From an optimization exercise on the open Yosys and OpenROAD flow, aimed at small area; shortcuts taken in it are not production practice. Only simulation tests tie the RTL to the original design; equivalence was not proved. Power and IR drop assume default switching activity.

--- design.v ---
`timescale 1ns / 1ps
module UART(
    input clk,
    input rst,
    input start,
    input [7:0] tx_in,
    input rx,
    output tx,
    output [7:0] rx_output,
    output rx_done,
    output tx_done
);
    reg [3:0] q;
    reg [3:0] j;
    reg [7:0] tdata;
    reg tmux;
    wire t_idle = (j[1] & ~j[2] & j[3]);
    wire t_den = (j[1] & j[3]);
    wire j_step = (t_idle & start) | ((q[0] & q[2] & q[3])) | ((~j[0] & j[2] & j[3]));
    wire [3:0] q_nx = {((q[2])), ((q[1])), ((q[0])), ((~q[1] & ~q[3]) | (~q[0] & ~q[3]) | (~q[2] & q[3]))};
    wire [3:0] j_tg = {((~j[0] & ~j[1] & ~j[2])), ((~j[0] & ~j[1]) | (~j[0] & j[2] & j[3])), ((~j[0] & ~j[3]) | (~j[0] & ~j[2])), ((~j[3]) | (~j[2]) | (j[0]))};
    always @(*) begin
        case ({j[2], j[1], j[0]})
            3'd0: tmux = tdata[7];
            3'd1: tmux = tdata[6];
            3'd2: tmux = tdata[5];
            3'd3: tmux = tdata[4];
            3'd4: tmux = tdata[3];
            3'd5: tmux = tdata[2];
            3'd6: tmux = tdata[1];
            3'd7: tmux = tdata[0];
            default: tmux = 1'b1;
        endcase
    end
    always @(posedge clk) begin
        q <= (rst | t_idle) ? 4'd6 : q_nx;
        j <= rst ? 4'd10 : (j ^ ({4{j_step}} & j_tg));
        if (t_den) tdata <= tx_in;
    end
    assign tx = (((~j[3])) & tmux) | (j[1] & j[3]) | (~q[0] & j[0] & j[3]);
    assign tx_done = (~q[0] & ~q[3] & j[2] & j[3]);
    reg [3:0] p;
    reg [3:0] i;
    reg [7:0] rdata;
    wire r_idle = (~i[0] & ~i[1] & ~i[2] & ~i[3]);
    wire i_step = (r_idle & ~rx) | ((~p[1] & ~p[3]));
    wire [3:0] p_nx = {((p[2])), ((p[1])), ((p[0])), ((p[0] & ~p[3]) | (~p[1] & ~p[2]) | (~p[0] & p[3]))};
    wire [3:0] i_tg = {((i[0] & i[1] & i[3]) | (i[0] & i[1] & i[2])), ((i[0] & i[1] & ~i[3])), ((i[0])), (1'b1)};
    always @(posedge clk) begin
        p <= (rst | r_idle) ? 4'd9 : p_nx;
        i <= rst ? 4'd0 : (i ^ ({4{i_step}} & i_tg));
        if (((~p[0] & ~p[2])) & ((~i[3]) | (~i[1]))) rdata <= {rx, rdata[7:1]};
    end
    assign rx_output = rdata;
    assign rx_done = (~p[1] & ~p[2] & i[0] & i[1] & i[3]);
endmodule
--- run.sh ---
#!/bin/bash
# synth_recipe.tcl (not shown) runs the flow's synth.tcl, then flattens the netlist and writes it again
# the make line also repeats each setting of config.mk as NAME=value (left out here)
make -C /OpenROAD-flow-scripts/flow DESIGN_CONFIG=/design/flow/config.mk WORK_HOME=/design/flow/orfs CLKGATE_MAP_FILE= SYNTH_SCRIPT=/design/flow/synth_recipe.tcl finish
--- config.mk ---
export PLATFORM = sky130hd
export DESIGN_NAME = UART
export DESIGN_NICKNAME = UART
export VERILOG_FILES = /design/flow/design.v
export SDC_FILE = /design/flow/constraint.sdc
export NUM_CORES = 4
export LEC_CHECK = 0
export CAP_MARGIN = 0
export CORE_AREA = 3 3 63 63
export DIE_AREA = 0 0 66 66
export GPL_TIMING_DRIVEN = 0
export SLEW_MARGIN = 0
--- constraint.sdc ---
create_clock -name core_clock -period 10.0 [get_ports {clk}]
set_input_delay 2.0000 -clock core_clock [delete_from_list [all_inputs] [get_ports {clk}]]
set_output_delay 2.0000 -clock core_clock [all_outputs]
set_load 0.01 [all_outputs]
==> notes.md <==
-- per-stage QoR --
step / cells / total power, W / hold slack [ns]
floorplan: 97 / 0.000202 / 0.411
global placement: 165 / 0.000219 / 0.415
detailed placement: 165 / 0.000221 / 0.431
CTS: 173 / 0.000297 / 0.455
global route: 173 / 0.000309 / 0.473
finish: 173 / 0.000294 / 0.453
-- synthesized netlist by cell type, types with 2 or more instances --
master,n
o21ai_0,3
buf_4,2
dfxtp_1,16
nand2_1,6
nor2_1,8
or3_1,3
a21oi_1,4
and2_1,4
nor2b_1,3
nand2b_1,3
nand3_1,2
edfxtp_1,16
nor4_1,2
mux2i_1,3
-- sequential cells by signal, indices dropped and copies added, names as in the netlist --
register,cells
j,4
p,4
tdata,8
i,4
rdata,8
q,4
-- layout make-up --
cell class,count,area (um^2)
sequential,32,801
fill,306,1810
timing repair buffer,22,220
inverter,1,3.75
clock buffer,6,51.3
buffer,4,23.8
clock inverter,2,10.0
tap,46,57.6
multi-input combinational,60,409
-- logic make-up after synthesis --
family	synth area share
compound gates	0.0688
xor+xnor	0.0142
fa+ha+maj	0.0101
buf+inv	0.0222
flops	0.647
mux	0.0516
simple gates	0.186
-- worst min-delay path by stage --
stage	startpoint	to	slack, ns	cells after the start
final	q[1]	q[2]	0.45	1
after detailed placement	q[1]	q[2]	0.43	1
after floorplan	q[1]	q[2]	0.41	1
after CTS	q[1]	q[2]	0.46	1
after global placement	q[1]	q[2]	0.42	1
after global routing	rdata[2]	rdata[1]	0.47	0
-- routing by layer --
metal  GRT usage  vias to the layer above
li1            -                      413
met1       0.119                      396
met3      0.0578                        4
met4      0.0685                        0
met2       0.179                       13
met5           0                        -
-- power groups by stage --
stage / clock network, W / registers (W) / logic [W]
floorplan: 0 / 0.000168 / 0.0000345
detailed placement: 0 / 0.000170 / 0.0000511
finish: 0.0000754 / 0.000167 / 0.0000513
global route: 0.0000833 / 0.000169 / 0.0000568
global placement: 0 / 0.000169 / 0.0000500
CTS: 0.0000785 / 0.000167 / 0.0000519
==> results.sh <==
export IMPL_status="complete, no violations"
export IMPL_combPwrFrac=0.175
export IMPL_tritoncts="done"
export IMPL_postLayoutCoreUtil=0.465
export IMPL_place_area_um2=1520
export IMPL_slowest_stage="clkdlybuf4s50_1"
export IMPL_syn_area_per_cell_um2=12.8
export IMPL_cts_buffers=5
export IMPL_die_area_um2=4360
export IMPL_gr_total_overflow=0
export IMPL_worst_pin_slew_ns=1.18
export IMPL_cts_resized=0
export IMPL_cp_depth=4
export IMPL_clkSinkCount=32
export IMPL_yosysTopAreaCellShare=0.388
export IMPL_grt_max_degree=11
export IMPL_r2r_cells=1
export IMPL_coreArea_um2=3390
export IMPL_grt_pass1_vias=809
export IMPL_wl_met2_um=1060
export IMPL_synthTopCellsByArea="edfxtp_1, dfxtp_1, mux2i_1"
export IMPL_p_leak_nw=0.550
export IMPL_drt_pass1_iter_count=4
export IMPL_nets=139
export IMPL_synth_edff_count=16
export IMPL_maxCapViolCount=0
export IMPL_p_clk_frac=0.257
export IMPL_crit_path_start_kind="flop"
export IMPL_drt_iter0_drc=22
export IMPL_drv_slew=0
export IMPL_crit_chain="inv_2 > or4_1 > nand4_1 > clkdlybuf4s50_1"
export IMPL_grt_antenna_before_repair=0
export IMPL_synth_seq_area_share=0.647
export IMPL_internal_power_w=0.000217
export IMPL_final_layout_size_suffix_gt1_frac=0.126
export IMPL_post_cts_buffers=0
export IMPL_ys_seq_elements=32
export IMPL_die_width_um=66
export IMPL_hpwl_um=1510
export IMPL_finalSetupTns_ns=0
export IMPL_rsz0062_at_grt="no"
export IMPL_power_density_nw_per_um2=186
export IMPL_yosysWarningCount=1
export IMPL_timing_fmax_mhz=248
export IMPL_synth_area_um2=1240
export IMPL_crit_buf_inv=2
export IMPL_final_common_cell="clkdlybuf4s50_1"
export IMPL_syn_nets=110
export IMPL_cts_hold_fix_buffers=0
export IMPL_area_growth_synth_to_final_pct=27.4
export IMPL_cp_slowest_stage_delay_ns=0.54
export IMPL_required_ns=8.00
export IMPL_layout_common_cells="clkdlybuf4s50_1, dfxtp_1, edfxtp_1"
export IMPL_critPathMaxFanout=7
export IMPL_initial_core_util=0.365
export IMPL_reg2reg_slack_ns=8.26
export IMPL_crit_type="flop to primary output"
export IMPL_setup_viol=0
export IMPL_crit_arrival_ns=2.02
export IMPL_grt_pass1_wl_um=3560
export IMPL_wire_per_inst_um=12.3
export IMPL_synth_ff_type="edfxtp_1"
export IMPL_critPathCapture="tx"
export IMPL_synthArstFlopShare=0
export IMPL_yosysTopAreaCell="edfxtp_1"
export IMPL_grt_use_total=0.113
export IMPL_sw_frac_of_total=0.260
export IMPL_via_count=826
export IMPL_cp_end_kind="primary output"
export IMPL_die_h_um=66
export IMPL_gp_routability_congestion=0.846
export IMPL_drt_met1_wl_um=918
export IMPL_period_share=0.402
export IMPL_num_antenna_cells=0
export IMPL_io_buffers=22
export IMPL_seq_power_share=0.568
export IMPL_row_count=21
export IMPL_final_area_um2=1580
export IMPL_cts_max_path_buffers=2
export IMPL_wirelength_um=2120
export IMPL_pre_cts_slack_ns=6.34
export IMPL_wl_met3_um=97
export IMPL_ctsHtreeMaxLevel=2
export IMPL_hold_viol=0
export IMPL_ant_nets=0
export IMPL_startpoint="j[2]"
export IMPL_synthDistinctLibCells=36
export IMPL_clkSlewWorstSetupHoldPaths_ns=0.10
export IMPL_period_needed_ns=4.02
export IMPL_synthCells=97
export IMPL_drt_vias_per_instance=4.77
export IMPL_cts_root_buffer="clkbuf_4"
export IMPL_r2r_start="i[1]"
export IMPL_fin_ws_ns=5.98
export IMPL_clk_latency_ns=0.33
export IMPL_cp_top_family="buffers and inverters"
export IMPL_worstReg2RegEnd="rdata[0]"
export IMPL_drc=0
export IMPL_relSlewSlack=0.210
export IMPL_highest_layer="met4"
export IMPL_skew_ns=0.0136
export IMPL_vdd_ir_drop_max_mv=0.0778
export IMPL_p_switching_w=0.0000764
export IMPL_top_level_ports=23
export IMPL_min_path_type="flop to flop"

-- static timing again, ports no longer ideal --
How much do the figures lean on ideal ports? The routed layout below was timed once more, with nothing changed but the port constraints.
Step 1: set_driving_cell puts a clkbuf_16 on clk and a buf_2 on each other input, an assumption about the parent block.
Step 2 moves the port delays by t, midway between the first and last clock arrival at a register: inputs arrive t later, outputs are due t later. That takes back most of the time a late clock gives input paths.
Slacks: no drivers / after step 1 / after step 2; pairs: no drivers / after step 1.
t, ns: 0.345
setup WS [ns]: 5.975 / 5.953 / 6.298
worst setup path at the end: register to output
worst register clock-pin slew, ns: 0.10 / 0.10
cell pins on the clock port's net: 1
After both steps setup and hold are still met in this run. For this run, drivers alone change the setup slack by -0.022 ns; drivers and shift together by +0.323 ns.
